This design comes from an exercise in tuning for small area and a short achievable clock period on the open sky130 flow, not from production work. In this exercise RTL edits were held to simulation tests only and were not proved equivalent to the original. No driver is modelled on the clock port, so clock power and skew are understated where the tree is cut down; a real chip needs a root buffer or a tree. Power and IR drop assume default switching activity.

Setup of job 1780:
## PelicanMAC
module PelicanMAC(clk,rst,
             load_iv,
             load_k,
             load_m,
             din,
             dout,
             done);
Size in the first run: ~1600 cells after synthesis, ~260 I/O pins.
Settings: LEC_CHECK=0, CAP_MARGIN=20, CORE_MARGIN=2, CORE_UTILIZATION=40, SETUP_SLACK_MARGIN=1.85, SLEW_MARGIN=20, SYNTH_HIERARCHICAL=1, SYNTH_MINIMUM_KEEP_SIZE=0; clock period 3.5 ns.
standard.sh (not shown) runs the stock make flow with config.mk's settings and CLKGATE_MAP_FILE= SYNTH_SCRIPT=/design/flow/synth_recipe.tcl, a recipe that flattens the netlist after the stock synthesis.
==> flow/flow/run.sh <==
#!/bin/bash
# ORFS layout through the standard.sh, with
#  - the standard flow's synthesis script, but ABC mapping for area (flow/synth.tcl),
#  - plain buf_1 cells as port buffers (the resizer upsizes where needed),
#  - a hand-built two-level clock tree of inverters (two inversions keep
#    the clock's polarity; flow/cts_hook.tcl) in place of
#    TritonCTS, for a low clock insertion delay.
set -euo pipefail
here=$(cd "$(dirname "$0")" && pwd)
export BUFFER_PORTS_ARGS="-buffer_cell sky130_fd_sc_hd__buf_1"
export PRE_CTS_TCL="$here/cts_hook.tcl"
export MCTS_RLEV=2 MCTS_LLEV=2
export MCTS_ROOT=sky130_fd_sc_hd__inv_4 MCTS_LEAF=sky130_fd_sc_hd__inv_8
bash standard.sh SYNTH_SCRIPT="$here/synth.tcl" > standard.log 2>&1
==> flow/flow/cts_hook.tcl <==
# PRE_CTS hook: build a shallow, balanced clock tree by hand (see mancts.tcl)
# in place of TritonCTS; the rest of ORFS's CTS step (legalisation, timing
# repair) runs as usual.
source [file join [file dirname [info script]] mancts.tcl]
man_cts $::env(MCTS_RLEV) $::env(MCTS_LLEV) $::env(MCTS_ROOT) $::env(MCTS_LEAF)
set_propagated_clock [all_clocks]
rename clock_tree_synthesis ""
proc clock_tree_synthesis {args} {
  puts "clock_tree_synthesis skipped: clock tree built by cts_hook.tcl"
}
# ORFS's CTS step next clones clock inverters next to each register load;
# the hand-built tree is already final.
rename repair_clock_inverters ""
proc repair_clock_inverters {args} {
  puts "repair_clock_inverters skipped: clock tree built by cts_hook.tcl"
}
==> flow/flow/mancts.tcl <==
# Manual clock tree: the flip-flops are split by balanced recursive bisection
# of their placed positions into 2^(rlev+llev) groups; each group gets a leaf
# buffer at its centre, and each 2^llev neighbouring leaves a root buffer
# driven by the clock port (2^rlev roots). With llev 0 the roots drive the
# flip-flops directly. The cells may be buffers or, with two levels,
# inverters (output pin Y), whose two inversions keep the polarity.
proc man_cts {rlev llev rootcell leafcell} {
  set block [ord::get_db_block]
  set db [ord::get_db]
  set clknet [$block findNet clk]
  set sinks {}
  foreach it [$clknet getITerms] {
    lappend sinks $it
  }
  # positions
  set pts {}
  foreach it $sinks {
    set inst [$it getInst]
    set bb [$inst getBBox]
    lappend pts [list [expr {([$bb xMin]+[$bb xMax])/2}] [expr {([$bb yMin]+[$bb yMax])/2}]]
  }
  # balanced recursive bisection: split along the wider spread
  proc bisect {items levels} {
    if {$levels == 0} { return [list $items] }
    set xs {}; set ys {}
    foreach it $items { lappend xs [lindex $it 0]; lappend ys [lindex $it 1] }
    set xs [lsort -integer $xs]; set ys [lsort -integer $ys]
    set ax [expr {([lindex $xs end] - [lindex $xs 0]) >= ([lindex $ys end] - [lindex $ys 0]) ? 0 : 1}]
    set s [lsort -integer -index $ax $items]
    set h [expr {[llength $s] / 2}]
    return [concat [bisect [lrange $s 0 [expr {$h-1}]] [expr {$levels-1}]] [bisect [lrange $s $h end] [expr {$levels-1}]]]
  }
  proc centre {items} {
    set sx 0; set sy 0
    foreach it $items { incr sx [lindex $it 0]; incr sy [lindex $it 1] }
    set n [llength $items]
    return [list [expr {$sx / $n}] [expr {$sy / $n}]]
  }
  set items {}
  set i 0
  foreach p $pts { lappend items [list [lindex $p 0] [lindex $p 1] $i]; incr i }
  set groups [bisect $items [expr {$rlev + $llev}]]
  set lasg [lrepeat [llength $pts] 0]
  set lcs {}
  set g 0
  foreach grp $groups {
    lappend lcs [centre $grp]
    foreach it $grp { lset lasg [lindex $it 2] $g }
    incr g
  }
  set nleaf [expr {$llev > 0 ? [llength $groups] : 0}]
  set nroot [expr {1 << $rlev}]
  set per [expr {1 << $llev}]
  set rcs {}; set rasg {}
  for {set r 0} {$r < $nroot} {incr r} {
    set sub {}
    for {set l [expr {$r*$per}]} {$l < ($r+1)*$per} {incr l} { lappend sub [lindex $lcs $l]; lappend rasg $r }
    lappend rcs [centre $sub]
  }
  set rootm [$db findMaster $rootcell]
  set leafm [$db findMaster $leafcell]
  # root buffers
  set rnets {}
  for {set r 0} {$r < $nroot} {incr r} {
    set inst [odb::dbInst_create $block $rootm "mcts_root_$r"]
    $inst setLocation [lindex $rcs $r 0] [lindex $rcs $r 1]
    $inst setPlacementStatus PLACED
    set net [odb::dbNet_create $block "mcts_rnet_$r"]
    $net setSigType CLOCK
    [$inst findITerm A] connect $clknet
    [$inst findITerm [expr {[$inst findITerm X] ne "NULL" ? "X" : "Y"}]] connect $net
    lappend rnets $net
  }
  set dnets $rnets
  if {$nleaf > 0} {
    set dnets {}
    for {set l 0} {$l < $nleaf} {incr l} {
      set inst [odb::dbInst_create $block $leafm "mcts_leaf_$l"]
      $inst setLocation [lindex $lcs $l 0] [lindex $lcs $l 1]
      $inst setPlacementStatus PLACED
      set net [odb::dbNet_create $block "mcts_lnet_$l"]
      $net setSigType CLOCK
      [$inst findITerm A] connect [lindex $rnets [lindex $rasg $l]]
      [$inst findITerm [expr {[$inst findITerm X] ne "NULL" ? "X" : "Y"}]] connect $net
      lappend dnets $net
    }
  }
  set i 0
  foreach it $sinks {
    $it disconnect
    $it connect [lindex $dnets [lindex $lasg $i]]
    incr i
  }
}
==> flow/flow/synth.tcl <==
# The standard synthesis script (synth_recipe.tcl), except that ABC maps
# the S-box module GS and the key-input module AddRoundKey first with ORFS's
# speed script, then everything else
# with flow/abc_area.script: area-oriented mapping without ABC's own buffering
# and sizing, which the placer's timing repair does instead. Registers,
# flattening and renaming are exactly as in synth_recipe.tcl.
set ::abc_area_script [file join [file dirname [info script]] abc_area.script]
proc synth {args} { yosys synth -nofsm -noshare {*}$args }
proc abc {args} {
  set i [lsearch -exact $args -script]
  if {$i >= 0} {
    yosys abc {*}$args GS
    yosys abc {*}$args AddRoundKey
    lset args [expr {$i + 1}] $::abc_area_script
  }
  yosys abc {*}$args
}
source $::env(SCRIPTS_DIR)/synth.tcl
# left out here: clear keep_hierarchy, flatten, clean up, hide names made inside functions, write 1_2_yosys.v
Other scripts of this flow, unchanged in this note and not shown: flow/flow/abc_area.script
Changes in job 4543 relative to job 1780:
Settings: SETUP_SLACK_MARGIN now 2.0, was 1.85.
==> flow/flow/run.sh <==
#!/bin/bash
# ORFS layout through the standard.sh, with
#  - the standard flow's synthesis script, but ABC mapping for area (flow/synth.tcl),
#  - plain buf_1 cells as port buffers (the resizer upsizes where needed),
#  - a hand-built two-level clock tree (flow/cts_hook.tcl) in place of
#    TritonCTS, for a low clock insertion delay.
set -euo pipefail
here=$(cd "$(dirname "$0")" && pwd)
export BUFFER_PORTS_ARGS="-buffer_cell sky130_fd_sc_hd__buf_1"
export PRE_CTS_TCL="$here/cts_hook.tcl"
export MCTS_RLEV=2 MCTS_LLEV=2
export MCTS_ROOT=sky130_fd_sc_hd__clkbuf_16 MCTS_LEAF=sky130_fd_sc_hd__clkbuf_16
bash standard.sh SYNTH_SCRIPT="$here/synth.tcl" > standard.log 2>&1
diff --git a/flow/flow/cts_hook.tcl b/flow/flow/cts_hook.tcl
--- a/flow/flow/cts_hook.tcl
+++ b/flow/flow/cts_hook.tcl
@@ -9,8 +9,2 @@
   puts "clock_tree_synthesis skipped: clock tree built by cts_hook.tcl"
 }
-# ORFS's CTS step next clones clock inverters next to each register load;
-# the hand-built tree is already final.
-rename repair_clock_inverters ""
-proc repair_clock_inverters {args} {
-  puts "repair_clock_inverters skipped: clock tree built by cts_hook.tcl"
-}
diff --git a/flow/flow/mancts.tcl b/flow/flow/mancts.tcl
--- a/flow/flow/mancts.tcl
+++ b/flow/flow/mancts.tcl
@@ -3,6 +3,5 @@
 # buffer at its centre, and each 2^llev neighbouring leaves a root buffer
 # driven by the clock port (2^rlev roots). With llev 0 the roots drive the
-# flip-flops directly. The cells may be buffers or, with two levels,
-# inverters (output pin Y), whose two inversions keep the polarity.
+# flip-flops directly.
 proc man_cts {rlev llev rootcell leafcell} {
   set block [ord::get_db_block]
@@ -69,5 +68,5 @@
     $net setSigType CLOCK
     [$inst findITerm A] connect $clknet
-    [$inst findITerm [expr {[$inst findITerm X] ne "NULL" ? "X" : "Y"}]] connect $net
+    [$inst findITerm X] connect $net
     lappend rnets $net
   }
@@ -82,5 +81,5 @@
       $net setSigType CLOCK
       [$inst findITerm A] connect [lindex $rnets [lindex $rasg $l]]
-      [$inst findITerm [expr {[$inst findITerm X] ne "NULL" ? "X" : "Y"}]] connect $net
+      [$inst findITerm X] connect $net
       lappend dnets $net
     }
diff --git a/flow/flow/synth.tcl b/flow/flow/synth.tcl
--- a/flow/flow/synth.tcl
+++ b/flow/flow/synth.tcl
@@ -1,5 +1,4 @@
 # The standard synthesis script (synth_recipe.tcl), except that ABC maps
-# the S-box module GS and the key-input module AddRoundKey first with ORFS's
-# speed script, then everything else
+# the S-box module GS first with ORFS's speed script, then everything else
 # with flow/abc_area.script: area-oriented mapping without ABC's own buffering
 # and sizing, which the placer's timing repair does instead. Registers,
@@ -11,5 +10,4 @@
   if {$i >= 0} {
     yosys abc {*}$args GS
-    yosys abc {*}$args AddRoundKey
     lset args [expr {$i + 1}] $::abc_area_script
   }
[summary]
[job 4543] proportion of power drawn by the clock network rose 4.3 points relative to job 1780. Power of the sequential group is higher on job 1780. Of job 1780 and job 4543, job 4543 shows the higher first-pass GRT wire length, with job 1780 below it. On clock power, the higher figure sits with job 4543, not job 1780. Relative to job 1780, the height of the die measured on job 4543 has increased slightly.
The following lists how job 2294 was set up differently from job 4543:
Settings: swapping 2.0 for 1.8 in SETUP_SLACK_MARGIN.
diff --git a/flow/flow/synth.tcl b/flow/flow/synth.tcl
--- a/flow/flow/synth.tcl
+++ b/flow/flow/synth.tcl
@@ -1,4 +1,5 @@
 # The standard synthesis script (synth_recipe.tcl), except that ABC maps
-# the S-box module GS first with ORFS's speed script, then everything else
+# the S-box module GS and the key-input module AddRoundKey first with ORFS's
+# speed script, then everything else
 # with flow/abc_area.script: area-oriented mapping without ABC's own buffering
 # and sizing, which the placer's timing repair does instead. Registers,
@@ -10,4 +11,5 @@
   if {$i >= 0} {
     yosys abc {*}$args GS
+    yosys abc {*}$args AddRoundKey
     lset args [expr {$i + 1}] $::abc_area_script
   }
[summary]
Sort job 4543 and job 2294 by highest fanout seen on the critical path, descending, and job 4543 comes first. Re wire length on met3: job 2294 is 2700 um down on job 4543. Multiplexer share of the synthesized area delta (job 4543 -> job 2294): insignificant. Diff job 2294..job 4543 | count of input and output buffers | negligible. Delta (job 2294 minus job 4543): share of cell area taken by multi-input logic gates went up 5.6 points; final instance area shrank by 22%. Total power was higher in the run labelled job 4543.
diff inputs: job 2294 => job 3096
Settings: swapping 40 for 50 in CORE_UTILIZATION.
Job 3096 vs. job 2294: leakage dissipation now smaller; power dropped 0.88%; wire length of the first global-routing pass saw a decrease; setup TNS after final layout has remained practically unchanged.
Job 3096 finished end to end and its layout was clean on timing, DRC and antenna.
The routed wire length on met2 in job 3096 sits about 10% below the value recorded for job 2294.
In every run of this note, the design's own scripts or RTL, not TritonCTS, make the clock network.

==> what the ideal ports hide <==
No port has a modelled driver above. Below, the same layouts with a new extraction and two added sets of constraints. Step 1 (the two cells are an assumption about what drives the block):
set clk [get_ports {clk}]
set_driving_cell -lib_cell sky130_fd_sc_hd__clkbuf_16 $clk
set_driving_cell -lib_cell sky130_fd_sc_hd__buf_2 [delete_from_list [all_inputs] $clk]
Step 2 times the ports against the registers' clock, not the clock port: input delays grow and output delays shrink by t, the midpoint of the rising clock arrivals with the driver on. a / b / c = ideal ports / drivers / drivers and shift; a / b = the first two.
run	t, ns	setup slack, ns	clock arrival spread, ns	worst slew at a driven data input, ns	cell pins on the clock port's net
job 1780	0.337	1.739 / 1.690 / 1.471	0.027 / 0.026	0.10	4
job 4543	0.424	1.835 / 1.749 / 1.462	0.018 / 0.018	0.10	4
job 2294	0.411	1.826 / 1.717 / 1.521	0.022 / 0.022	0.09	4
job 3096	0.416	1.817 / 1.705 / 1.499	0.009 / 0.009	0.04	4
After both steps setup and hold are still met in every run listed. The setup slack of job 4543, which loses most, moves by -0.086 ns with the drivers and by -0.373 ns with both steps.
